Context: an optimization exercise on an open-source flow, tuned for small area and a short achievable clock period. The choices shown serve that exercise and are no tape-out recipe.
Only simulation tests tie the RTL to the original design; equivalence was not proved.
Power and IR drop assume default switching activity.

==> flow/design.v, too long to show whole: its modules and the start of the top module <==
// module and64: 7 lines
// module or64: 7 lines
// module xnor64: 7 lines
// module xor64_by_1: 7 lines
// module comp_sign_extend: 7 lines
// module set_lsb: 6 lines
// module vadder64: 15 lines
// module shift64: 464 lines
// module lt65: 7 lines
// module gt65: 7 lines
// module mux8_to_1_x64: 38 lines
// module alu64: 534 lines
// module alu64_sync: 49 lines
module alu64_sync(
    input clk,
    input en,
    input MD,
    input [2:0] OP,
    input [63:0] R1,
    input [63:0] R2,
    output reg EQ,
    output reg GT,
    output reg LT,
    output reg OVR,
    output reg [63:0] Q
    );
  // ...
==> flow/flow/run.sh <==
#!/bin/bash
# Standard ORFS layout (the standard.sh), with the port buffers made from the
# smallest buffer cell instead of the one buffer_ports picks by default.
set -euo pipefail
bash standard.sh BUFFER_PORTS_ARGS="-buffer_cell sky130_fd_sc_hd__buf_1" finish > standard.log 2>&1
==> flow/standard.sh <==
#!/bin/bash
# synth_recipe.tcl (not shown) runs the flow's synth.tcl, then flattens the netlist and writes it again
# the make line also repeats each setting of config.mk as NAME=value (left out here)
make -C /OpenROAD-flow-scripts/flow DESIGN_CONFIG=/design/flow/config.mk WORK_HOME=/design/flow/orfs CLKGATE_MAP_FILE= SYNTH_SCRIPT=/design/flow/synth_recipe.tcl "${@:-finish}"
==> flow/config.mk <==
export PLATFORM = sky130hd
export DESIGN_NAME = alu64_sync
export DESIGN_NICKNAME = alu64_sync
export VERILOG_FILES = /design/flow/design.v
export SDC_FILE = /design/flow/constraint.sdc
export NUM_CORES = 4
export LEC_CHECK = 0
export ABC_AREA = 1
export CAP_MARGIN = 20
export CORE_MARGIN = 2
export CORE_UTILIZATION = 50
export CTS_BUF_LIST = sky130_fd_sc_hd__clkbuf_4 sky130_fd_sc_hd__clkbuf_8
export SETUP_SLACK_MARGIN = 1.7
export SLEW_MARGIN = 20
==> flow/constraint.sdc <==
create_clock -name core_clock -period 4.0 [get_ports {clk}]
set_input_delay 0.8000 -clock core_clock [delete_from_list [all_inputs] [get_ports {clk}]]
set_output_delay 0.8000 -clock core_clock [all_outputs]
set_load 0.01 [all_outputs]
==> flow_summary.ini, run 1 <==
[power]
vdd_ir_drop_max_uv = 195
power.group.top = combinational cells
power.net_switching_mw = 2.44
pwr.group.combinational_mw = 2.30
clockPowerShare = 0.230

[clock_tree]
numCtsBuffers = 17
clk_pin_slew_ns = 0.10
postCtsHoldBufs = 0
clock_tree_buf_depth = 2
clk-insertion-delay-late_ns = 0.49

[die]
core-area_sq_um = 30400
dieArea_sq_um = 32200

[synth]
ys_top_cells_by_area = sky130_fd_sc_hd__dfxtp_1 (21%), sky130_fd_sc_hd__nand2_1 (20%), sky130_fd_sc_hd__nand3_1 (11%)
synth_largest_area_cell = sky130_fd_sc_hd__dfxtp_1
synth.ff_latch_count = 160
postSynthAreaPerCell_sq_um = 5.86
synth-adder-area-share = 0.0382
synth_flop_cell = sky130_fd_sc_hd__dfxtp_1
synthesis.nets = 2808

[placed_design]
port_buffers = 201
place.detailed.instances = 3124

[outcome]
outcome = timing/DRC/antenna clean

[finish]
final_core_utilization = 0.585
sh_seq_area = 0.180
post_synthesis_to_final_layout_area_growth_pct = 15.7
layout.comb_gates.multi_input = 2062
sequential_cell_area_sq_um = 3210
dominant_cells = multi-input gates

[critical_path]
cpLargestDelayFamily = compound AO/OA/AOI/OAI gates
critPathCaptureType = register
crit_slowest_cell = sky130_fd_sc_hd__o311ai_1
critPathKind = reg2reg
rr_startpoint = V_r[1]

[timing]
share_of_the_clock_period_used_by_the_worst_path_after_layout = 0.588
report.final.hold_viol_count = 0
report.final.setup_viol = 0
tns_ns = 0

[global_routing]
first_pass_grt_wire_length_um = 101000
global_route.usage.met1 = 0.520
antenna_found_initial = 0

[min_path]
hold_end = OVR
==> run 2, diff against run 1 <==
--- a/flow/config.mk
+++ b/flow/config.mk
@@ -8,7 +8,7 @@
 export ABC_AREA = 1
 export CAP_MARGIN = 20
 export CORE_MARGIN = 2
-export CORE_UTILIZATION = 50
+export CORE_UTILIZATION = 60
 export CTS_BUF_LIST = sky130_fd_sc_hd__clkbuf_4 sky130_fd_sc_hd__clkbuf_8
 export SETUP_SLACK_MARGIN = 1.7
 export SLEW_MARGIN = 20
==> run 2 against run 1 <==
Highest routed layer is now met5. Die area down 16%. Setup slack worse by 0.094 ns. Synthesized cell count unchanged. Global-route usage up 7.2 points. Critical path type unchanged. Power up 0.78%. Largest power group unchanged. First-iteration DRC count up 52%. Non-clock buffer count up 14. Fmax down 3.8%.
==> flow_summary.ini, run 2 <==
[critical_path]
crit_path_most_repeated_cell = sky130_fd_sc_hd__nand2_1
critPathRequiredTime_ns = 4.38
critPathKind = reg2reg
timing.critical_path.cells = buf_12 -> clkbuf_16 -> nand2_1 -> nand2_1 -> o21ai_0 -> o21ai_0 -> o21ai_1 -> nand2_1 -> nand3_1 -> nand3_1
critPathArrivalTime_ns = 2.83
cp_max_fo = 32
setup.worst_path.start_class = register
critPathMaxStageDelay_ns = 0.42
crit_slowest_cell = sky130_fd_sc_hd__o21ai_0
critPathCaptureType = register

[synth]
synth.yosys.seq_area_share = 0.208
multiplexer_share_of_the_synthesized_area = 0.0208
yosys.cell_types.count = 52
synth-adder-area-share = 0.0382
synth_simple_gate_area_share = 0.371
synthTopCellsByCount = sky130_fd_sc_hd__nand2_1 (803), sky130_fd_sc_hd__nand3_1 (326), sky130_fd_sc_hd__o21ai_0 (254)
cell_with_the_most_instances_after_synthesis = sky130_fd_sc_hd__nand2_1
postSynthAreaPerCell_sq_um = 5.86
ys_top_cells_by_area = sky130_fd_sc_hd__dfxtp_1 (21%), sky130_fd_sc_hd__nand2_1 (20%), sky130_fd_sc_hd__nand3_1 (11%)
synth_largest_area_cell = sky130_fd_sc_hd__dfxtp_1
synth.ff_latch_count = 160
synth_compound_area_frac = 0.224
synth-edff-count = 0
synthDominantCellAreaShare = 0.208
synthesis.nets = 2808
synth_flop_cell = sky130_fd_sc_hd__dfxtp_1
async_flop_share = 0
synth_warnings = 1
synthesis.instances = 2627
synth_top_family_by_area = simple AND/OR/NAND/NOR gates
post_synth_instance_area_sq_um = 15400
synth-xor-area-share = 0.0307

[routing]
detailedRoute.firstPassIterationCount = 17
wirelength_um = 67700
via_to_cell_ratio = 6.63
ant_nets = 0
via_count = 20708
drt-initial-drc-count = 3781
remaining_drc_errors = 0
routedWlPerCell_um = 21.7

[timing]
report.final.hold_viol_count = 0
share_of_the_clock_period_used_by_the_worst_path_after_layout = 0.611
tightest_slew_ns = 1.16
achievable-frequency_mhz = 409
slew-limit-headroom = 0.229
tns_ns = 0
report.final.slew_viol_count = 0
fin_crit_ns = 2.45
report.final.setup_viol = 0
post-route-worst-setup-slack_ns = 1.55
final.setup_skew_ns = 0.0240
rsz0062_at_grt = yes

[die]
initial_utilization = 0.611
std_cell_rows = 58
core-area_sq_um = 25200
io_pins = 202
dieArea_sq_um = 26900
die_height_um = 164
die_width_um = 164

[global_routing]
grt-busiest-layer = met2
antenna_found_initial = 2
gr-usage-met3 = 0.134
grt_max_degree = 72
first_global_vias = 18000
first_pass_grt_wire_length_um = 98400
global_route.usage.met1 = 0.602
grt_overall_usage = 0.473
grt-ovfl-total = 0
met2_track_demand_over_resource = 0.700

[clock_tree]
numCtsBuffers = 17
clk-insertion-delay-late_ns = 0.49
clock_tree.root_cell = sky130_fd_sc_hd__clkbuf_8
cts_max_level = 4
clkSinkCount = 160
cts_tree = built
postCtsHoldBufs = 0
clk_pin_slew_ns = 0.11
clock_tree_buf_depth = 2

[placed_design]
routability_congestion = 1.05
hpwl_um = 47900
port_buffers = 201
pre_cts_slack_ns = 0.916

[min_path]
hold_path_class = reg2reg

[power]
vdd_ir_drop_max_uv = 256
fin_total_pwr_mw = 5.57
power.density_nw_per_um2 = 309
static-leakage-power_nw = 8.30

[finish]
antenna_cells = 0
post_synthesis_to_final_layout_area_growth_pct = 17.1
final_common_cell = sky130_fd_sc_hd__nand2_1
layout.cells.most_common_list = sky130_fd_sc_hd__nand2_1 (780), sky130_fd_sc_hd__nand3_1 (318), sky130_fd_sc_hd__inv_1 (229), sky130_fd_sc_hd__o21ai_0 (203)
biggestRegsByFlops = D_r (64), Q (64), BC_r (15)
drive_above_1_share = 0.124
fin_nets = 2963

[outcome]
outcome = timing/DRC/antenna clean

[flow_run]
drv.max_cap_violation_count = 0
-- run 2: cell count changes in the layout (fill, tap and decap cells not counted), sizes merged --
cell / change
buf: +10
clkbuf: +4
clkinv: -2
clkinvlp: +5
inv: -1
-- run 2: kinds of logic (layout without fill, tap and decap cells) --
logic type	after synthesis	count (layout)
multiplexers	32	32
AO/OA/AOI/OAI	577	577
AND/OR/NAND/NOR	1359	1359
XOR/XNOR	47	47
adder cells (fa/ha/maj)	47	47
buffers and inverters	405	573
flip-flops	160	160
-- run 2: power breakdown --
| group | internal, mW | total, mW | switching, mW |
|---|---|---|---|
| registers | 1.81 | 1.94 | 0.135 |
| logic | 0.761 | 2.38 | 1.62 |
| clock network | 0.482 | 1.25 | 0.766 |
-- run 2: layout make-up --
type | count | area, sq um
Fill cell | 2189 | 7160
Multi-Input combinational cell | 2062 | 11300
Timing Repair Buffer | 275 | 1590
Clock buffer | 18 | 248
Timing Repair inverter | 2 | 18.8
Tap cell | 330 | 413
Clock inverter | 14 | 145
Inverter | 264 | 1080
Sequential cell | 160 | 3210
-- run 2: repair_timing --
item                                    CTS  global route
endpoints found under the setup margin  122           130
gates cloned                              2             3
hold endpoints to repair                  0             0
pin swaps                                 5            37
gates resized for setup                  79           223
setup buffers                             3            27
-- run 2: layer usage --
metal / share of wire / vias to the layer above / wire length [um]
met2: 0.41 / 1919 / 28100
met4: 0.079 / 2 / 5310
met1: 0.35 / 9142 / 23700
met3: 0.16 / 449 / 10600
li1: - / 9196 / -
met5: 0.00096 / - / 65
-- run 2: path summary, 6_finish.rpt --
| check | slack (ns) | cells after the start | startpoint | endpoint |
|---|---|---|---|---|
| max | 1.55 | 10 | V_r[1] | Q[4] |
| min | 0.34 | 0 | OVR_r | OVR |
| max reg2reg | 1.55 | 10 | V_r[1] | Q[4] |
| min reg2reg | 0.34 | 0 | OVR_r | OVR |
-- run 2: critical path, delay by kind of cell, from the launching register on --
kind                   cells  cell delay, ns
AOI/OAI and AO/OA          3            1.04
DFF                        1            0.41
and+or+nand+nor            5            0.58
buffers and inverters      2            0.33
-- run 2: per-stage QoR --
step | hold slack, ns | instance area [sq um] | util | instances
floorplan | 0.310 | 15500 | - | 2627
global placement | 0.316 | 16300 | 0.649 | 3058
detailed placement | 0.314 | 16300 | 0.649 | 3058
CTS | 0.335 | 17000 | 0.675 | 3095
global route | 0.349 | 18000 | 0.716 | 3125
finish | 0.342 | 18000 | 0.716 | 3125
==> run 3, diff against run 2 <==
--- a/flow/config.mk
+++ b/flow/config.mk
@@ -8,7 +8,7 @@
 export ABC_AREA = 1
 export CAP_MARGIN = 20
 export CORE_MARGIN = 2
-export CORE_UTILIZATION = 60
+export CORE_UTILIZATION = 55
 export CTS_BUF_LIST = sky130_fd_sc_hd__clkbuf_4 sky130_fd_sc_hd__clkbuf_8
 export SETUP_SLACK_MARGIN = 1.7
 export SLEW_MARGIN = 20
==> run 3 against run 2 <==
Still clean on timing, DRC and antenna. Clock-buffer cell count up 2. Fmax up 6.0%. Clock power about the same. Synthesized cell count unchanged. Routed wire length down 2.3%. Power down 1.5%. Largest cell class unchanged. Largest power group unchanged. Highest routed layer is now met4.
==> flow_summary.ini, run 3 <==
[die]
std_cell_rows = 61
core-area_sq_um = 27600
initial_utilization = 0.557
io_pins = 202
die_width_um = 171
die_height_um = 171
dieArea_sq_um = 29300

[finish]
fin_nets = 2945
layout.cells.most_common_list = sky130_fd_sc_hd__nand2_1 (784), sky130_fd_sc_hd__nand3_1 (319), sky130_fd_sc_hd__inv_1 (219), sky130_fd_sc_hd__o21ai_0 (212), sky130_fd_sc_hd__dfxtp_1 (156)
final_common_cell = sky130_fd_sc_hd__nand2_1
total_non_filler_cell_area_in_the_finished_layout_sq_um = 17800
biggestRegsByFlops = D_r (64), Q (64), BC_r (15)
drive_above_1_share = 0.116
antenna_cells = 0
post_synthesis_to_final_layout_area_growth_pct = 15.4

[critical_path]
rr_startpoint = V_r[2]
crit_slowest_cell = sky130_fd_sc_hd__mux2i_1
worstPathBufferInverterCount = 1
regToRegEndpoint = Q[6]
setup.worst_path.start_class = register
worstSetupStartpoint = V_r[2]
critPathArrivalTime_ns = 2.67
timing.critical_path.cells = inv_8 -> mux2i_1 -> nand2_1 -> o21ai_1 -> nand2_1 -> o21ai_0 -> nand2_1 -> nand3_1 -> nand3_1
critPathRequiredTime_ns = 4.36
cpLargestDelayFamily = simple AND/OR/NAND/NOR gates
timing.reg2reg.setup_slack_ns = 1.69
critPathCaptureType = register
worst-r2r-cell-count = 9
critPathMaxStageDelay_ns = 0.51
cp_max_fo = 41
critPathKind = reg2reg
crit_path_most_repeated_cell = sky130_fd_sc_hd__nand2_1

[timing]
final.setup_skew_ns = 0.0219
report.final.setup_viol = 0
achievable-frequency_mhz = 433
fin_crit_ns = 2.31
report.final.slew_viol_count = 0
rsz0062_at_grt = yes
share_of_the_clock_period_used_by_the_worst_path_after_layout = 0.577
tightest_slew_ns = 0.820
report.final.hold_viol_count = 0
tns_ns = 0
slew-limit-headroom = 0.453

[global_routing]
first_pass_grt_wire_length_um = 97200
grt_max_degree = 65
first_global_vias = 17349
antenna_found_initial = 1
grt-ovfl-total = 0
grt_overall_usage = 0.431

[power]
vdd_ir_drop_max_uv = 198
power.density_nw_per_um2 = 309
static-leakage-power_nw = 8.19

[clock_tree]
clkSinkCount = 160
numCtsBuffers = 17
cts_max_level = 4
clk-insertion-delay-late_ns = 0.49
clk_pin_slew_ns = 0.09
cts_tree = built
clock_tree.root_cell = sky130_fd_sc_hd__clkbuf_8
clock_tree_buf_depth = 2

[routing]
via_count = 19884
detailedRoute.firstPassIterationCount = 7
drt-initial-drc-count = 2696
routedWlPerCell_um = 21.0
via_to_cell_ratio = 6.31
remaining_drc_errors = 0
wirelength_um = 66100
ant_nets = 0

[synth]
synth.yosys.seq_area_share = 0.208
synth_warnings = 1
synthDominantCellAreaShare = 0.208
synth_largest_area_cell = sky130_fd_sc_hd__dfxtp_1
ys_top_cells_by_area = sky130_fd_sc_hd__dfxtp_1 (21%), sky130_fd_sc_hd__nand2_1 (20%), sky130_fd_sc_hd__nand3_1 (11%)
synth-adder-area-share = 0.0382
cell_with_the_most_instances_after_synthesis = sky130_fd_sc_hd__nand2_1
synth_top_family_by_area = simple AND/OR/NAND/NOR gates
postSynthAreaPerCell_sq_um = 5.86
synth_compound_area_frac = 0.224
synthesis.instances = 2627
synth-edff-count = 0
synth-xor-area-share = 0.0307
synth_flop_cell = sky130_fd_sc_hd__dfxtp_1
async_flop_share = 0
synthTopCellsByCount = sky130_fd_sc_hd__nand2_1 (803), sky130_fd_sc_hd__nand3_1 (326), sky130_fd_sc_hd__o21ai_0 (254)
multiplexer_share_of_the_synthesized_area = 0.0208
yosys.cell_types.count = 52
post_synth_instance_area_sq_um = 15400
synthesis.nets = 2808
synth_simple_gate_area_share = 0.371
synth.ff_latch_count = 160

[placed_design]
routability_congestion = 1.03
detailed_place.area_sq_um = 16300
port_buffers = 201
hpwl_um = 48100

[outcome]
outcome = timing/DRC/antenna clean

[flow_run]
drv.max_cap_violation_count = 0

[min_path]
hold_path_class = reg2reg
worstHoldPathCells = 0
hold_end = OVR
hold_path_startpoint = OVR_r
## run 3: kinds of logic (layout without fill, tap and decap cells)
family                   after synthesis  count (layout)
AO/OA/AOI/OAI                        577             577
flip-flops                           160             160
multiplexers                          32              32
AND/OR/NAND/NOR                     1359            1359
buffers and inverters                405             553
adder cells (fa/ha/maj)               47              47
XOR/XNOR                              47              47
## run 3: area by class of cell
cell class	instances	area (sq um)
timing repair buffer	257	1470
sequential	160	3210
tap	378	473
multi-input combinational	2062	11200
clock inverter	10	113
clock buffer	20	275
timing repair inverter	2	13.8
inverter	264	1040
fill	2766	9870
## run 3: how the worst max path moves through the flow
stage	to	cells after the start	slack [ns]
6_report	Q[6]	9	1.69
5_1_grt	D_r[25]	10	1.65
2_1_floorplan	BC_r[15]	14	1.70
3_5_place_dp	EQ_r	11	0.93
3_3_place_gp	EQ_r	11	0.92
4_1_cts	D_r[25]	11	1.64
## run 3: power by group
part / internal (mW) / switching [mW]
clock: 0.595 / 0.650
combinational: 0.736 / 1.55
sequential: 1.81 / 0.154
total: 3.14 / 2.35
## run 3: what timing repair did
item	4_1_cts	5_1_grt
pin swaps	6	40
gates cloned	1	4
buffers inserted	2	18
resized for setup	78	198
hold buffers	0	0
setup endpoints to repair	126	127
## run 3: metal layers
layer | global-route usage | share of wire | routed length, um
met5 | 0 | 0 | 0
met2 | 0.655 | 0.42 | 27700
met4 | 0.238 | 0.067 | 4460
met3 | 0.0881 | 0.13 | 8740
met1 | 0.572 | 0.38 | 25200
## run 3: metrics by stage
stage	util	hold slack (ns)	setup WS (ns)	std cells	total power, mW
CTS	0.615	0.415	1.64	3131	5.25
global placement	0.592	0.413	0.917	3098	3.97
detailed placement	0.592	0.410	0.934	3098	4.00
finish	0.643	0.403	1.69	3153	5.49
floorplan	-	0.310	1.70	2627	3.25
global route	0.643	0.407	1.65	3153	5.75
==> run 4, diff against run 3 <==
--- a/flow/config.mk
+++ b/flow/config.mk
@@ -12,3 +12,4 @@
 export CTS_BUF_LIST = sky130_fd_sc_hd__clkbuf_4 sky130_fd_sc_hd__clkbuf_8
 export SETUP_SLACK_MARGIN = 1.7
 export SLEW_MARGIN = 20
+export SYNTH_HIERARCHICAL = 1
==> run 4 against run 3 <==
Highest routed layer is now met5. Hold slack got worse by 0.061 ns. Synthesized cell count rose by 3.8%. First-iteration DRC count rose by 24%. Clock skew rose by 0.00090 ns. Final cell count rose by 3.3%.
==> flow_summary.ini, run 4 <==
[outcome]
outcome = timing/DRC/antenna clean

[power]
static-leakage-power_nw = 8.61
power.density_nw_per_um2 = 307
vdd_ir_drop_max_uv = 220

[routing]
top_signal_layer_used = met5
detailedRoute.firstPassIterationCount = 8
routedWlPerCell_um = 21.5
met3RoutedLength_um = 9930
drt-initial-drc-count = 3331
wl_met1_um = 26500
ant_nets = 0
via_to_cell_ratio = 6.42
via_count = 20889
wirelength_um = 70100
wl_met2_um = 29300
remaining_drc_errors = 0

[flow_run]
drv.max_cap_violation_count = 0

[synth]
synthesis.nets = 2909
postSynthAreaPerCell_sq_um = 5.81
synthesis.instances = 2728
post_synth_instance_area_sq_um = 15800
synth_warnings = 7

[clock_tree]
clk-insertion-delay-late_ns = 0.48
numCtsBuffers = 17
cts_tree = built
clock_tree_buf_depth = 2
clk_pin_slew_ns = 0.09
clkSinkCount = 160
cts_max_level = 4
clock_tree.root_cell = sky130_fd_sc_hd__clkbuf_8

[critical_path]
cp_max_fo = 28
crit_slowest_cell = sky130_fd_sc_hd__buf_4
cpLargestDelayFamily = compound AO/OA/AOI/OAI gates
timing.reg2reg.setup_slack_ns = 1.77
critPathMaxStageDelay_ns = 0.38
timing.critical_path.depth = 9
critPathRequiredTime_ns = 4.27
critPathKind = in2reg
crit_path_most_repeated_cell = sky130_fd_sc_hd__nor2_1
worst-r2r-cell-count = 8
critPathCaptureType = register
critPathArrivalTime_ns = 2.53
timing.critical_path.cells = buf_1 -> nor2_1 -> nand2_2 -> nor2_1 -> nand2_1 -> buf_4 -> o22ai_1 -> a221oi_1 -> o2111ai_1
setup.worst_path.start_class = primary input
worstPathBufferInverterCount = 2

[timing]
fin_crit_ns = 2.26
report.final.hold_viol_count = 0
tightest_slew_ns = 0.983
share_of_the_clock_period_used_by_the_worst_path_after_layout = 0.564
slew-limit-headroom = 0.345
achievable-frequency_mhz = 443
report.final.slew_viol_count = 0
rsz0062_at_grt = yes
tns_ns = 0
final.setup_skew_ns = 0.0228
timing.hold.ws_ns = 0.342
report.final.setup_viol = 0
post-route-worst-setup-slack_ns = 1.74

[finish]
post_synthesis_to_final_layout_area_growth_pct = 12.5
drive_above_1_share = 0.0976
fin_nets = 3038
fillers = 2833
stdcell_count = 3256
final_common_cell = sky130_fd_sc_hd__nand2_1
biggestRegsByFlops = D_r (64), Q (64), BC_r (15)
layout.cells.most_common_list = sky130_fd_sc_hd__nand2_1 (845), sky130_fd_sc_hd__nand3_1 (617), sky130_fd_sc_hd__inv_1 (184), sky130_fd_sc_hd__buf_1 (160), sky130_fd_sc_hd__dfxtp_1 (155)

[die]
io_pins = 202
die_height_um = 174
std_cell_rows = 62
core-area_sq_um = 28500
initial_utilization = 0.555
die_width_um = 174
dieArea_sq_um = 30200

[placed_design]
hpwl_um = 51700
place.detailed.instances = 3204
routability_congestion = 1.02
port_buffers = 201
pre_cts_slack_ns = 0.941

[global_routing]
grt_max_degree = 68
antenna_found_initial = 3
grt-ovfl-total = 0
first_pass_grt_wire_length_um = 103000
grt_overall_usage = 0.437
first_global_vias = 18129

[min_path]
worstHoldPathCells = 0
hold_path_class = reg2reg
## run 4: final cells by class
type / count / area [sq um] / area share
multi-input combinational: 2208 / 11500 / 0.647
sequential: 160 / 3210 / 0.180
timing repair buffer: 252 / 1320 / 0.0741
inverter: 218 / 858 / 0.0482
tap: 384 / 480 / 0.0270
clock buffer: 22 / 297 / 0.0166
clock inverter: 10 / 124 / 0.00695
antenna: 2 / 5.00 / 0.000281
## run 4: path summary, 6_finish.rpt
kind / start / end
hold / removal: OVR_r / OVR
setup reg to reg: V_r[2] / Q[1]
hold reg to reg: OVR_r / OVR
setup / recovery: OP[1] / D_r[29]
## run 4: stage by stage
stage                     power [mW]  instance area (sq um)   util
after floorplan                 3.30                  15900      -
after global placement          3.96                  16700  0.585
after detailed placement        3.99                  16700  0.585
after CTS                       5.27                  17200  0.603
after global routing            5.73                  17800  0.624
final                           5.47                  17800  0.624
## run 4: what timing repair did
action | in CTS | in global routing
pin swaps | 4 | 20
buffers inserted | 3 | 12
endpoints found under the setup margin | 70 | 95
hold endpoints to repair | 0 | 0
hold buffers | 0 | 0
gates cloned | 0 | 3
resized for setup | 28 | 132
## run 4: routing by layer
metal | GRT usage | vias to the layer above
met4 | 0.240 | 4
met3 | 0.0996 | 317
met1 | 0.587 | 9326
met2 | 0.648 | 1675
met5 | 0 | -
li1 | - | 9567
## run 4: power by group
group / internal [mW] / switching, mW / total [mW]
Clock: 0.633 / 0.654 / 1.29
Sequential: 1.80 / 0.165 / 1.97
Combinational: 0.703 / 1.51 / 2.21
Total: 3.14 / 2.33 / 5.47
==> run 5, diff against run 4 <==
--- a/flow/config.mk
+++ b/flow/config.mk
@@ -10,6 +10,5 @@
 export CORE_MARGIN = 2
 export CORE_UTILIZATION = 55
 export CTS_BUF_LIST = sky130_fd_sc_hd__clkbuf_4 sky130_fd_sc_hd__clkbuf_8
-export SETUP_SLACK_MARGIN = 1.7
+export SETUP_SLACK_MARGIN = 1.8
 export SLEW_MARGIN = 20
-export SYNTH_HIERARCHICAL = 1
==> run 5 against run 4 <==
Sequential share of layout area fell by 0.40 points. Non-clock buffer count rose by 29. Global-route usage grew 1.0 points. Design area up 2.3%. Final cell count is 2.4% lower. Sequential cell count unchanged. Critical path depth is 2 higher. Critical endpoint is now D_r[25]. Highest routed layer is now met4.
==> flow_summary.ini, run 5 <==
[outcome]
outcome = timing/DRC/antenna clean

[die]
initial_utilization = 0.557
die_height_um = 171
core-area_sq_um = 27600
std_cell_rows = 61
io_pins = 202
dieArea_sq_um = 29300
die_width_um = 171

[routing]
detailedRoute.firstPassIterationCount = 9
via_to_cell_ratio = 6.41
remaining_drc_errors = 0
ant_nets = 0
drt-initial-drc-count = 2845
routedWlPerCell_um = 21.6
via_count = 20363
wirelength_um = 68500

[timing]
slew-limit-headroom = 0.455
rsz0062_at_grt = yes
post-route-worst-setup-slack_ns = 1.74
tns_ns = 0
final.setup_skew_ns = 0.0255
report.final.slew_viol_count = 0
achievable-frequency_mhz = 442
report.final.setup_viol = 0
report.final.hold_viol_count = 0
timing.hold.ws_ns = 0.340
share_of_the_clock_period_used_by_the_worst_path_after_layout = 0.565
tightest_slew_ns = 0.817
fin_crit_ns = 2.26

[power]
clockPowerShare = 0.228
power_switching_share = 0.441
vdd_ir_drop_max_uv = 214
sequential_share_of_power = 0.351
fin_total_pwr_mw = 5.65
cell_internal_pwr_mw = 3.16
static-leakage-power_nw = 8.36
power.net_switching_mw = 2.49
power.density_nw_per_um2 = 310
p_comb_frac = 0.421

[synth]
synth_flop_cell = sky130_fd_sc_hd__dfxtp_1
synth_warnings = 1
postSynthAreaPerCell_sq_um = 5.86
async_flop_share = 0
synth.yosys.seq_area_share = 0.208
cell_with_the_most_instances_after_synthesis = sky130_fd_sc_hd__nand2_1
synth-adder-area-share = 0.0382
synth_compound_area_frac = 0.224
synthesis.nets = 2808
synthDominantCellAreaShare = 0.208
synth_simple_gate_area_share = 0.371
ys_top_cells_by_area = sky130_fd_sc_hd__dfxtp_1 (21%), sky130_fd_sc_hd__nand2_1 (20%), sky130_fd_sc_hd__nand3_1 (11%)
synthTopCellsByCount = sky130_fd_sc_hd__nand2_1 (803), sky130_fd_sc_hd__nand3_1 (326), sky130_fd_sc_hd__o21ai_0 (254)
synth-xor-area-share = 0.0307
multiplexer_share_of_the_synthesized_area = 0.0208
post_synth_instance_area_sq_um = 15400
synthesis.instances = 2627
synth-edff-count = 0
yosys.cell_types.count = 52
synth_top_family_by_area = simple AND/OR/NAND/NOR gates
synth.ff_latch_count = 160
synth_largest_area_cell = sky130_fd_sc_hd__dfxtp_1

[placed_design]
port_buffers = 201
routability_congestion = 1.05
pre_cts_slack_ns = 0.768
detailed_place.area_sq_um = 16500
hpwl_um = 49800
place.detailed.instances = 3103

[clock_tree]
clk_pin_slew_ns = 0.09
numCtsBuffers = 17
clock_tree_buf_depth = 2
cts_tree = built
cts_max_level = 4
clkSinkCount = 160
clock_tree.root_cell = sky130_fd_sc_hd__clkbuf_8
clk-insertion-delay-late_ns = 0.51

[critical_path]
setup.worst_path.start_class = primary input
timing.critical_path.cells = buf_1 -> inv_1 -> nand2_1 -> nor3_2 -> nand2_1 -> clkbuf_8 -> o22ai_1 -> a21oi_1 -> o21ai_0 -> a31oi_1 -> o211ai_1
critPathArrivalTime_ns = 2.58
critPathRequiredTime_ns = 4.32
critPathKind = in2reg
critPathMaxStageDelay_ns = 0.36
cp_max_fo = 38
critPathCaptureType = register
crit_slowest_cell = sky130_fd_sc_hd__clkbuf_8
crit_path_most_repeated_cell = sky130_fd_sc_hd__nand2_1

[finish]
antenna_cells = 0
stdcell_count = 3178
biggestRegsByFlops = D_r (64), Q (64), BC_r (15)
final_core_utilization = 0.660
total_non_filler_cell_area_in_the_finished_layout_sq_um = 18200
post_synthesis_to_final_layout_area_growth_pct = 18.5
drive_above_1_share = 0.141
final_common_cell = sky130_fd_sc_hd__nand2_1
fin_nets = 2968
layout.cells.most_common_list = sky130_fd_sc_hd__nand2_1 (770), sky130_fd_sc_hd__nand3_1 (314), sky130_fd_sc_hd__inv_1 (227), sky130_fd_sc_hd__o21ai_0 (186), sky130_fd_sc_hd__dfxtp_1 (154)

[global_routing]
grt_overall_usage = 0.447
grt-ovfl-total = 0
grt_max_degree = 71
antenna_found_initial = 3
first_global_vias = 17642
first_pass_grt_wire_length_um = 100000

[flow_run]
drv.max_cap_violation_count = 0

[min_path]
hold_path_class = reg2reg
==> run 5: changes by cell type in the layout (fill, tap and decap cells not counted), moves of 17 or more <==
cell | before | now
sky130_fd_sc_hd__o21ai_1 | 20 | 52
sky130_fd_sc_hd__a21oi_1 | 81 | 101
sky130_fd_sc_hd__nand2_1 | 845 | 770
sky130_fd_sc_hd__o21ai_0 | 102 | 186
sky130_fd_sc_hd__o21ai_2 | 7 | 28
sky130_fd_sc_hd__buf_4 | 39 | 64
sky130_fd_sc_hd__nor2_1 | 118 | 142
sky130_fd_sc_hd__o221ai_1 | 13 | 32
sky130_fd_sc_hd__mux2i_1 | 0 | 25
sky130_fd_sc_hd__buf_2 | 9 | 26
sky130_fd_sc_hd__nand3_1 | 617 | 314
sky130_fd_sc_hd__o22ai_1 | 73 | 54
sky130_fd_sc_hd__inv_1 | 184 | 227
==> run 5: layout make-up <==
class                           count  area, sq um
Multi-Input combinational cell   2062        11400
Fill cell                        2659         9400
Sequential cell                   160         3210
Timing Repair Buffer              281         1630
Inverter                          264         1070
Tap cell                          378          473
Clock buffer                       18          241
Clock inverter                     14          156
Timing Repair inverter              1         7.51
==> run 5: worst paths after layout <==
path              cells past startpoint  endpoint  slack (ns)  startpoint
setup / recovery                     11   D_r[25]        1.74       OP[2]
hold / removal                        0       OVR        0.34       OVR_r
setup reg to reg                     11     Q[41]        1.79      V_r[1]
hold reg to reg                       0       OVR        0.34       OVR_r
==> run 5: kinds of logic (layout without fill, tap and decap cells) <==
logic type               count (synthesis)  after routing
AO/OA/AOI/OAI                          577            577
XOR/XNOR                                47             47
adder cells (fa/ha/maj)                 47             47
buffers and inverters                  405            578
flip-flops                             160            160
multiplexers                            32             32
AND/OR/NAND/NOR                       1359           1359
==> run 5: power by group through the flow <==
| stage | combinational (mW) | clock, mW | sequential, mW |
|---|---|---|---|
| finish | 2.38 | 1.29 | 1.98 |
| global route | 2.56 | 1.35 | 1.99 |
| CTS | 2.14 | 1.28 | 1.97 |
| detailed placement | 2.03 | 0 | 2.00 |
| global placement | 2.00 | 0 | 2.00 |
| floorplan | 1.28 | 0 | 1.99 |
==> run 5: per-layer routing <==
metal  routed length, um  GRT usage  up-vias
met2               29300      0.688     1592
met3                8690     0.0870      362
li1                    -          -     9214
met1               25000      0.575     9195
met4                5500      0.281        0
met5                   0          0        -
==> run 5: repair_timing <==
action / CTS / global route
hold endpoints to repair: 0 / 0
resized for setup: 141 / 202
gates cloned: 3 / 1
setup buffers: 17 / 22
hold buffers: 0 / 0
pin swaps: 19 / 46
endpoints found under the setup margin: 129 / 126
==> run 5: critical path: cells and delay by family <==
family                 cells  cell delay [ns]
buffers and inverters      3             0.60
AND/OR/NAND/NOR            3             0.42
AO/OA/AOI/OAI              5             0.71
==> run 6, diff against run 5 <==
--- a/flow/config.mk
+++ b/flow/config.mk
@@ -10,5 +10,5 @@
 export CORE_MARGIN = 2
 export CORE_UTILIZATION = 55
 export CTS_BUF_LIST = sky130_fd_sc_hd__clkbuf_4 sky130_fd_sc_hd__clkbuf_8
-export SETUP_SLACK_MARGIN = 1.8
+export SETUP_SLACK_MARGIN = 1.6
 export SLEW_MARGIN = 20
==> run 6 against run 5 <==
Power is 4.4% lower. Largest power group unchanged. Synthesized cell count stayed put. Sequential power is 2% lower. Utilization is 2.7 points lower.
==> flow_summary.ini, run 6 <==
[outcome]
outcome = timing/DRC/antenna clean

[synth]
post_synth_instance_area_sq_um = 15400
synthesis.instances = 2627
synth.ff_latch_count = 160
synthesis.nets = 2808
cell_with_the_most_instances_after_synthesis = sky130_fd_sc_hd__nand2_1
synth_largest_area_cell = sky130_fd_sc_hd__dfxtp_1
synth-edff-count = 0
synthDominantCellAreaShare = 0.208
yosys.cell_types.count = 52
async_flop_share = 0
ys_top_cells_by_area = sky130_fd_sc_hd__dfxtp_1 (21%), sky130_fd_sc_hd__nand2_1 (20%), sky130_fd_sc_hd__nand3_1 (11%)
synth_warnings = 1
synth.yosys.seq_area_share = 0.208
synth_flop_cell = sky130_fd_sc_hd__dfxtp_1
synthTopCellsByCount = sky130_fd_sc_hd__nand2_1 (803), sky130_fd_sc_hd__nand3_1 (326), sky130_fd_sc_hd__o21ai_0 (254)
postSynthAreaPerCell_sq_um = 5.86

[timing]
achievable-frequency_mhz = 409
rsz0062_at_grt = yes
tns_ns = 0
share_of_the_clock_period_used_by_the_worst_path_after_layout = 0.611
tightest_slew_ns = 0.930
report.final.slew_viol_count = 0
fin_crit_ns = 2.44
report.final.hold_viol_count = 0
final.setup_skew_ns = 0.0246
report.final.setup_viol = 0
timing.hold.ws_ns = 0.385
slew-limit-headroom = 0.379

[global_routing]
grt-busiest-layer = met2
grt_max_degree = 66
first_global_vias = 18240
grt_overall_usage = 0.479
first_pass_grt_wire_length_um = 106000
met2_track_demand_over_resource = 0.741
gr-usage-met3 = 0.124
antenna_found_initial = 8
global_route.usage.met1 = 0.563
grt-ovfl-total = 0

[flow_run]
drv.max_cap_violation_count = 0

[critical_path]
critPathKind = in2reg
critPathCaptureType = register
regToRegEndpoint = Q[51]
rr_startpoint = V_r[1]
worst-r2r-cell-count = 10
critPathRequiredTime_ns = 4.33
timing.reg2reg.setup_slack_ns = 1.57
critPathArrivalTime_ns = 2.77
cp_max_fo = 47
setup.worst_path.start_class = primary input

[min_path]
worstHoldPathCells = 0
hold_path_startpoint = OVR_r
hold_end = OVR
hold_path_class = reg2reg

[routing]
ant_nets = 0
drt-initial-drc-count = 3209
wirelength_um = 72900
routedWlPerCell_um = 23.1
detailedRoute.firstPassIterationCount = 14
remaining_drc_errors = 0
via_to_cell_ratio = 6.56
via_count = 20686

[clock_tree]
numCtsBuffers = 17
clock_tree.root_cell = sky130_fd_sc_hd__clkbuf_8
clkSinkCount = 160
cts_tree = built
clk-insertion-delay-late_ns = 0.49
clock_tree_buf_depth = 2
clk_pin_slew_ns = 0.09
cts_max_level = 4

[finish]
stdcell_count = 3155
post_synthesis_to_final_layout_area_growth_pct = 13.5
drive_above_1_share = 0.0944
fin_nets = 2942
biggestRegsByFlops = D_r (64), Q (64), BC_r (15)
final_common_cell = sky130_fd_sc_hd__nand2_1
total_non_filler_cell_area_in_the_finished_layout_sq_um = 17500
layout.cells.most_common_list = sky130_fd_sc_hd__nand2_1 (794), sky130_fd_sc_hd__nand3_1 (316), sky130_fd_sc_hd__inv_1 (234), sky130_fd_sc_hd__o21ai_0 (223), sky130_fd_sc_hd__buf_1 (170)

[placed_design]
hpwl_um = 53300
detailed_place.area_sq_um = 16300
port_buffers = 201
place.detailed.instances = 3107
routability_congestion = 1.11

[die]
dieArea_sq_um = 29300
initial_utilization = 0.557
std_cell_rows = 61
die_height_um = 171
core-area_sq_um = 27600
io_pins = 202
die_width_um = 171

[power]
fin_total_pwr_mw = 5.40
vdd_ir_drop_max_uv = 213
power.density_nw_per_um2 = 309
static-leakage-power_nw = 8.11
## run 6: cell counts after synthesis
No cell type changed its count.
## run 6: logic make-up (layout without fill, tap and decap cells)
family | Yosys count | in the layout | share of synthesized area
multiplexers | 32 | 32 | 0.0208
AND/OR/NAND/NOR | 1359 | 1359 | 0.371
XOR/XNOR | 47 | 47 | 0.0307
adder cells (fa/ha/maj) | 47 | 47 | 0.0382
other | 0 | 3 | 0
buffers and inverters | 405 | 552 | 0.107
AO/OA/AOI/OAI | 577 | 577 | 0.224
flip-flops | 160 | 160 | 0.208
## run 6: layer usage
metal,part of all wire,up-vias
met2,0.41,1799
met5,0.00073,-
met3,0.14,558
li1,-,9158
met4,0.11,8
met1,0.33,9163
## run 6: critical path, stage by stage
cell and delay (ns):
sky130_fd_sc_hd__clkbuf_2 0.18, sky130_fd_sc_hd__inv_2 0.08, sky130_fd_sc_hd__nor2_1 0.13, sky130_fd_sc_hd__nand2_2 0.15
sky130_fd_sc_hd__nor2_1 0.25, sky130_fd_sc_hd__nand2_1 0.12, sky130_fd_sc_hd__nand4_1 0.19, sky130_fd_sc_hd__clkbuf_16 0.31
sky130_fd_sc_hd__nor2_1 0.07, sky130_fd_sc_hd__o221ai_1 0.43
## run 6: how the worst max path moves through the flow
stage,cells after the start,to,slack (ns),from
after floorplan,16,BC_r[10],1.61,R1[2]
after global placement,15,BC_r[9],0.88,MD
after detailed placement,15,BC_r[9],0.83,MD
after CTS,10,D_r[36],1.59,OP[0]
after global routing,10,Q[51],1.52,V_r[1]
final,10,D_r[40],1.56,OP[0]
## run 6: final cells by class
class / count / area (sq um)
Tap cell: 378 / 473
Clock inverter: 12 / 103
Timing Repair Buffer: 255 / 1390
Timing Repair inverter: 1 / 8.76
Sequential cell: 160 / 3210
Inverter: 264 / 1050
Fill cell: 2707 / 10200
Antenna cell: 3 / 7.51
Clock buffer: 20 / 269
Multi-Input combinational cell: 2062 / 11000
## run 6: through the flow
| stage | setup slack [ns] | util |
|---|---|---|
| 2_1_floorplan | 1.61 | - |
| 3_3_place_gp | 0.881 | 0.592 |
| 3_5_place_dp | 0.828 | 0.592 |
| 4_1_cts | 1.59 | 0.611 |
| 5_1_grt | 1.52 | 0.632 |
| 6_report | 1.56 | 0.632 |
## run 6: report_power, final
part	total, mW	switching [mW]	internal (mW)
clock network	1.15	0.672	0.483
registers	1.94	0.129	1.81
logic	2.31	1.61	0.700
## run 6: timing repair
action,CTS,global route
buffers inserted,1,7
cloned,1,4
pin swaps,2,15
hold endpoints to repair,0,0
hold buffers,0,0
setup endpoints to repair,101,126
gates resized for setup,46,153
==> run 7, diff against run 6 <==
--- a/flow/config.mk
+++ b/flow/config.mk
@@ -10,5 +10,5 @@
 export CORE_MARGIN = 2
 export CORE_UTILIZATION = 55
 export CTS_BUF_LIST = sky130_fd_sc_hd__clkbuf_4 sky130_fd_sc_hd__clkbuf_8
-export SETUP_SLACK_MARGIN = 1.6
+export SETUP_SLACK_MARGIN = 1.65
 export SLEW_MARGIN = 20
==> run 7 against run 6 <==
Final cell count grew 0.19%. Power grew 1.5%. Register-to-register slack better by 0.04 ns. Clock skew is essentially flat. Critical path depth down 2. Via count shrank 0.39%. Hold slack got worse by 0.0027 ns. Sequential cell count is the same. Combinational power barely moved. Fmax increased by 2.2%. Non-clock buffer count is 9 higher. Sequential share of layout area decreased by 0.19 points. Highest routed layer unchanged.
==> flow_summary.ini, run 7 <==
[die]
io_pins = 202
die_height_um = 171
initial_utilization = 0.557
die_width_um = 171
std_cell_rows = 61
core-area_sq_um = 27600
dieArea_sq_um = 29300

[power]
power.net_switching_mw = 2.49
cell_internal_pwr_mw = 2.99
clockPowerShare = 0.217
power.density_nw_per_um2 = 310
p_comb_frac = 0.425
vdd_ir_drop_max_uv = 171
power_switching_share = 0.455
static-leakage-power_nw = 8.15
sequential_share_of_power = 0.358
fin_total_pwr_mw = 5.48

[global_routing]
first_global_vias = 18068
antenna_found_initial = 7
grt_max_degree = 71
grt_overall_usage = 0.486
grt-ovfl-total = 0
first_pass_grt_wire_length_um = 107000

[timing]
tns_ns = 0
report.final.hold_viol_count = 0
achievable-frequency_mhz = 418
fin_crit_ns = 2.39
slew-limit-headroom = 0.314
timing.hold.ws_ns = 0.382
report.final.setup_viol = 0
report.final.slew_viol_count = 0
final.setup_skew_ns = 0.0248
tightest_slew_ns = 1.03
post-route-worst-setup-slack_ns = 1.61
rsz0062_at_grt = yes
share_of_the_clock_period_used_by_the_worst_path_after_layout = 0.598

[outcome]
outcome = timing/DRC/antenna clean

[clock_tree]
clkSinkCount = 160
clk-insertion-delay-late_ns = 0.50
numCtsBuffers = 17
cts_max_level = 4
clock_tree.root_cell = sky130_fd_sc_hd__clkbuf_8
postCtsHoldBufs = 0
clk_pin_slew_ns = 0.11
clock_tree_buf_depth = 2
cts_tree = built

[synth]
synth.yosys.seq_area_share = 0.208
synth.ff_latch_count = 160
synthTopCellsByCount = sky130_fd_sc_hd__nand2_1 (803), sky130_fd_sc_hd__nand3_1 (326), sky130_fd_sc_hd__o21ai_0 (254)
synthesis.nets = 2808
yosys.cell_types.count = 52
synthDominantCellAreaShare = 0.208
async_flop_share = 0
synth_warnings = 1
postSynthAreaPerCell_sq_um = 5.86
synthesis.instances = 2627
synth-edff-count = 0
cell_with_the_most_instances_after_synthesis = sky130_fd_sc_hd__nand2_1
synth_largest_area_cell = sky130_fd_sc_hd__dfxtp_1
ys_top_cells_by_area = sky130_fd_sc_hd__dfxtp_1 (21%), sky130_fd_sc_hd__nand2_1 (20%), sky130_fd_sc_hd__nand3_1 (11%)
post_synth_instance_area_sq_um = 15400
synth_flop_cell = sky130_fd_sc_hd__dfxtp_1

[critical_path]
critPathMaxStageDelay_ns = 0.55
cp_max_fo = 8
critPathKind = reg2reg
critPathArrivalTime_ns = 2.82
critPathRequiredTime_ns = 4.43
crit_path_most_repeated_cell = sky130_fd_sc_hd__mux2i_1
worstPathBufferInverterCount = 1
timing.critical_path.cells = buf_4 -> o21ai_0 -> mux2i_1 -> mux2i_1 -> a21oi_1 -> o21ai_1 -> nand2_1 -> nand3_1
critPathCaptureType = register
setup.worst_path.start_class = register
crit_slowest_cell = sky130_fd_sc_hd__o21ai_1
cpLargestDelayFamily = compound AO/OA/AOI/OAI gates

[finish]
biggestRegsByFlops = D_r (64), Q (64), BC_r (15)
post_synthesis_to_final_layout_area_growth_pct = 14.7
sequential_cell_area_sq_um = 3210
layout.cells.most_common_list = sky130_fd_sc_hd__nand2_1 (789), sky130_fd_sc_hd__nand3_1 (319), sky130_fd_sc_hd__inv_1 (233), sky130_fd_sc_hd__o21ai_0 (211), sky130_fd_sc_hd__dfxtp_1 (155)
fillers = 2712
fin_nets = 2951
drive_above_1_share = 0.111
antenna_cells = 0
final_common_cell = sky130_fd_sc_hd__nand2_1
multi_input_comb_area_sq_um = 11100

[flow_run]
drv.max_cap_violation_count = 0

[routing]
wirelength_um = 72900
detailedRoute.firstPassIterationCount = 6
top_signal_layer_used = met5
via_to_cell_ratio = 6.52
drt-initial-drc-count = 3129
via_count = 20605
wl_met2_um = 30600
ant_nets = 0
remaining_drc_errors = 0
wl_met1_um = 24900
met3RoutedLength_um = 10500
routedWlPerCell_um = 23.1

[min_path]
hold_path_class = reg2reg

[placed_design]
routability_congestion = 1.11
port_buffers = 201
hpwl_um = 53400
pre_cts_slack_ns = 0.659
==> run 7: metrics by stage <==
| stage | utilization | instance area [sq um] | cells |
|---|---|---|---|
| after floorplan | - | 15400 | 2627 |
| after global placement | 0.589 | 16300 | 3100 |
| after detailed placement | 0.589 | 16300 | 3100 |
| after CTS | 0.610 | 16800 | 3134 |
| after global routing | 0.639 | 17700 | 3161 |
| final | 0.639 | 17700 | 3161 |
==> run 7: cells by family after synthesis <==
| group | count (synthesis) | share of synthesized area |
|---|---|---|
| DFF | 160 | 0.208 |
| xor gates and xnor gates | 47 | 0.0307 |
| AOI/OAI and AO/OA | 577 | 0.224 |
| and+or+nand+nor | 1359 | 0.371 |
| muxes | 32 | 0.0208 |
| buffers and inverters | 405 | 0.107 |
| adders and majority gates | 47 | 0.0382 |
==> run 7: cell type report <==
cell class / count / area share
clock buffers: 19 / 0.0145
well taps: 378 / 0.0268
multi-input cells: 2062 / 0.631
repair buffers: 264 / 0.0806
clock inverters: 13 / 0.00588
flip-flops and latches: 160 / 0.182
repair inverters: 1 / 0.000496
inverters: 264 / 0.0589
==> run 7: path summary, 6_finish.rpt <==
path               start  endpoint  slack (ns)  cells after the start
setup / recovery  V_r[1]     Q[19]        1.61                      8
hold / removal      LT_r        LT        0.38                      0
setup reg to reg  V_r[1]     Q[19]        1.61                      8
hold reg to reg     LT_r        LT        0.38                      0
==> run 7: layer usage <==
layer | vias up | GRT usage
met4 | 10 | 0.349
met2 | 1829 | 0.742
li1 | 9174 | -
met3 | 487 | 0.149
met1 | 9105 | 0.578
met5 | - | 0
==> run 7: power groups by stage <==
| stage | Clock (mW) | Combinational (mW) | Sequential, mW |
|---|---|---|---|
| after CTS | 1.16 | 2.07 | 1.95 |
| after global placement | 0 | 2.00 | 1.99 |
| final | 1.19 | 2.33 | 1.96 |
| after global routing | 1.23 | 2.50 | 1.98 |
| after detailed placement | 0 | 2.02 | 1.99 |
| after floorplan | 0 | 1.26 | 1.99 |
==> run 7: what timing repair did <==
action / CTS / global route
resized for setup: 80 / 179
endpoints found under the setup margin: 140 / 133
buffers inserted: 2 / 26
pin swaps: 2 / 24
gates cloned: 0 / 1
==> run 8, diff against run 7 <==
==> flow/flow/run.sh (replaced) <==
#!/bin/bash
# Layout flow: the standard.sh throughout, with two changes.
#  1. Synthesis runs with a copy of the ORFS scripts whose ABC area script is
#     replaced by flow/abc_area.script (ABC map in area mode);
#     everything else in synthesis (synth_recipe.tcl, synth.tcl) is unchanged.
#  2. The port buffers use the smallest buffer cell (buf_1).
set -euo pipefail
rm -rf scripts_mod
cp -r "$FLOW_HOME/scripts" scripts_mod
cp flow/abc_area.script scripts_mod/abc_area.script
bash standard.sh SCRIPTS_DIR="$PWD/scripts_mod" ABC_AREA=1 synth > synth.log 2>&1
bash standard.sh BUFFER_PORTS_ARGS="-buffer_cell sky130_fd_sc_hd__buf_1" finish > standard.log 2>&1
==> flow/flow/abc_area.script (new file) <==
strash
dch
map -a
topo
stime -c
buffer -c
upsize -c
dnsize -c
--- a/flow/config.mk
+++ b/flow/config.mk
@@ -8,7 +8,7 @@
 export ABC_AREA = 1
 export CAP_MARGIN = 20
 export CORE_MARGIN = 2
-export CORE_UTILIZATION = 55
+export CORE_UTILIZATION = 40
 export CTS_BUF_LIST = sky130_fd_sc_hd__clkbuf_4 sky130_fd_sc_hd__clkbuf_8
-export SETUP_SLACK_MARGIN = 1.65
+export SETUP_SLACK_MARGIN = 1.5
 export SLEW_MARGIN = 20
==> run 8 against run 7 <==
Global-route usage is 14 points lower. Power is 1.5% higher. Fmax down 15%. Synthesized cell count down 10%. Utilization shrank 14 points. Design area grew 1.6%. Clock skew fell by 0.0031 ns. Synthesized area decreased by 5.6%. Die area rose by 29%. Critical path type is now in2reg. Largest cell class unchanged.
==> flow_summary.ini, run 8 <==
[global_routing]
first_pass_grt_wire_length_um = 100000
first_global_vias = 16382
grt-busiest-layer = met2
gr-usage-met3 = 0.0621
grt_overall_usage = 0.345
grt-ovfl-total = 0
global_route.usage.met1 = 0.468
met2_track_demand_over_resource = 0.543
grt_max_degree = 71
antenna_found_initial = 1

[timing]
slew-limit-headroom = 0.349
final.setup_skew_ns = 0.0216
rsz0062_at_grt = yes
tightest_slew_ns = 0.964
share_of_the_clock_period_used_by_the_worst_path_after_layout = 0.703
report.final.setup_viol = 0
fin_crit_ns = 2.81
report.final.slew_viol_count = 0
achievable-frequency_mhz = 355
post-route-worst-setup-slack_ns = 1.19
report.final.hold_viol_count = 0
timing.hold.ws_ns = 0.338
tns_ns = 0

[synth]
synth_warnings = 1
cell_with_the_most_instances_after_synthesis = sky130_fd_sc_hd__nand2_1
synth-edff-count = 0
synthesis.nets = 2542
synthTopCellsByCount = sky130_fd_sc_hd__nand2_1 (414), sky130_fd_sc_hd__o21ai_0 (294), sky130_fd_sc_hd__nor2_1 (275)
post_synth_instance_area_sq_um = 14500
synth.yosys.seq_area_share = 0.220
synth_flop_cell = sky130_fd_sc_hd__dfxtp_1
ys_top_cells_by_area = sky130_fd_sc_hd__dfxtp_1 (22%), sky130_fd_sc_hd__nand2_1 (11%), sky130_fd_sc_hd__o21ai_0 (10%)
synthDominantCellAreaShare = 0.220
synth.ff_latch_count = 160
async_flop_share = 0
synthesis.instances = 2361
postSynthAreaPerCell_sq_um = 6.15
yosys.cell_types.count = 54
synth_largest_area_cell = sky130_fd_sc_hd__dfxtp_1

[clock_tree]
clk_pin_slew_ns = 0.10
clkSinkCount = 160
cts_max_level = 4
cts_tree = built
numCtsBuffers = 17
clock_tree.root_cell = sky130_fd_sc_hd__clkbuf_8
clk-insertion-delay-late_ns = 0.48
clock_tree_buf_depth = 2

[critical_path]
worst-r2r-cell-count = 10
critPathKind = in2reg
critPathRequiredTime_ns = 4.42
critPathArrivalTime_ns = 3.23
critPathMaxStageDelay_ns = 0.37
crit_slowest_cell = sky130_fd_sc_hd__or3_4
cp_max_fo = 4
setup.worst_path.start_class = primary input
cpLargestDelayFamily = simple AND/OR/NAND/NOR gates
timing.critical_path.cells = buf_4 -> ha_4 -> xor2_4 -> inv_2 -> nor3_4 -> a21oi_2 -> nor2_2 -> nor3_2 -> a21oi_2 -> a21oi_2 -> or3_4 -> nand2_4 -> nor4b_4 -> nor2_2 -> nor2_4 -> inv_2 -> o21ai_2
timing.critical_path.depth = 17
crit_path_most_repeated_cell = sky130_fd_sc_hd__a21oi_2
worstSetupStartpoint = R2[4]
regToRegEndpoint = Q[38]
worstPathBufferInverterCount = 3
worst_setup_path_endpoint = BC_r[11]
rr_startpoint = V_r[1]
timing.reg2reg.setup_slack_ns = 1.55
critPathCaptureType = register

[die]
die_height_um = 195
initial_utilization = 0.407
dieArea_sq_um = 37900
die_width_um = 195
std_cell_rows = 69
core-area_sq_um = 35700
io_pins = 202

[finish]
stdcell_count = 3034
post_synthesis_to_final_layout_area_growth_pct = 23.5
layout.cells.most_common_list = sky130_fd_sc_hd__nand2_1 (412), sky130_fd_sc_hd__nor2_1 (249), sky130_fd_sc_hd__o21ai_0 (230), sky130_fd_sc_hd__inv_1 (209), sky130_fd_sc_hd__a21oi_1 (169)
sequential_cell_area_sq_um = 3210
fillers = 3781
final_common_cell = sky130_fd_sc_hd__nand2_1
multi_input_comb_area_sq_um = 10700
biggestRegsByFlops = D_r (64), Q (64), BC_r (15)
total_non_filler_cell_area_in_the_finished_layout_sq_um = 17900
fin_nets = 2739
drive_above_1_share = 0.157

[placed_design]
detailed_place.area_sq_um = 15900
place.detailed.instances = 2936
hpwl_um = 50000
routability_congestion = 0.975
pre_cts_slack_ns = 0.213
port_buffers = 201

[routing]
routedWlPerCell_um = 22.7
wirelength_um = 68800
via_to_cell_ratio = 6.08
drt-initial-drc-count = 2061
via_count = 18451
remaining_drc_errors = 0
detailedRoute.firstPassIterationCount = 23
ant_nets = 0

[flow_run]
drv.max_cap_violation_count = 0

[outcome]
outcome = timing/DRC/antenna clean

[power]
static-leakage-power_nw = 7.64
vdd_ir_drop_max_uv = 199
power.density_nw_per_um2 = 310

[min_path]
hold_path_class = reg2reg
run 8: cell types whose count changed after synthesis, sizes merged, moves of 41 or more:
| cell | delta |
|---|---|
| nand2 | -396 |
| nand3 | -218 |
| nor2 | +120 |
| a21oi | +88 |
| a22oi | +61 |
| buf | -41 |
run 8: repair_timing:
item | 4_1_cts | 5_1_grt
hold buffers | 0 | 0
resized for setup | 117 | 199
cloned | 6 | 3
pin swaps | 25 | 35
setup endpoints to repair | 78 | 130
endpoints found under the hold margin | 0 | 0
buffers inserted | 28 | 27
run 8: worst min path at each step:
stage               endpoint   from  cells after the start
floorplan                OVR  OVR_r                      0
global placement         OVR  OVR_r                      0
detailed placement       OVR  OVR_r                      0
CTS                      OVR  OVR_r                      0
global route             OVR  OVR_r                      0
finish                   OVR  OVR_r                      0
run 8: per-layer routing:
layer	wire [um]	vias to the layer above
li1	-	8628
met1	28900	8652
met2	30400	1009
met3	6640	162
met4	2790	0
met5	0	-
run 8: cell families after synthesis:
group	Yosys count	share of synthesized area
buffers and inverters	393	0.104
DFF	160	0.220
muxes	17	0.0117
AOI/OAI and AO/OA	807	0.337
adders and majority gates	47	0.0405
and+or+nand+nor	874	0.248
xor gates and xnor gates	63	0.0380
run 8: power by group:
group | total (mW) | switching (mW) | internal (mW)
logic | 2.42 | 1.59 | 0.828
clock network | 1.20 | 0.634 | 0.562
registers | 1.95 | 0.142 | 1.81
run 8: area by class of cell:
class	instances	share of cell area
Tap cell	461	0.0321
Multi-Input combinational cell	1808	0.598
Sequential cell	160	0.179
Inverter	259	0.0579
Clock buffer	22	0.0162
Antenna cell	2	0.000279
Timing Repair Buffer	310	0.110
Timing Repair inverter	2	0.000697
Clock inverter	10	0.00579
run 8: metrics by stage:
stage                util  total power [mW]
detailed placement  0.447              4.03
floorplan               -              3.23
global placement    0.447              4.03
CTS                 0.481              5.37
global route        0.503              5.86
finish              0.503              5.56

## static timing again, ports no longer ideal
Ports are ideal in the flow. The routed layouts listed here were re-timed in OpenROAD.
Step 1, drivers: a clkbuf_16 drives clk and a buf_2 each remaining input, both assumed.
Step 2, shift: input delay + t, output delay - t, t = (earliest + latest rising clock arrival at the registers) / 2. This alone moves slack from input paths to output paths.
Three values: ideal ports, drivers, drivers and shift; two values: the first two.
run | shift t [ns] | slack for setup (ns) | slew at the worst register clock pin (ns)
run 1 | 0.530 | 1.648 / 1.648 / 1.183 | 0.11 / 0.11
run 2 | 0.510 | 1.554 / 1.554 / 1.113 | 0.11 / 0.11
run 3 | 0.524 | 1.692 / 1.692 / 1.226 | 0.10 / 0.10
run 4 | 0.516 | 1.743 / 1.768 / 1.252 | 0.11 / 0.11
run 5 | 0.538 | 1.738 / 1.734 / 1.196 | 0.12 / 0.12
run 6 | 0.530 | 1.555 / 1.570 / 1.051 | 0.11 / 0.11
run 7 | 0.542 | 1.608 / 1.608 / 1.113 | 0.11 / 0.11
run 8 | 0.518 | 1.187 / 1.175 / 0.657 | 0.10 / 0.10
After both steps setup and hold are still met in every run listed. The setup slack of run 5, which loses most, moves by -0.004 ns with the drivers and by -0.542 ns with both steps.
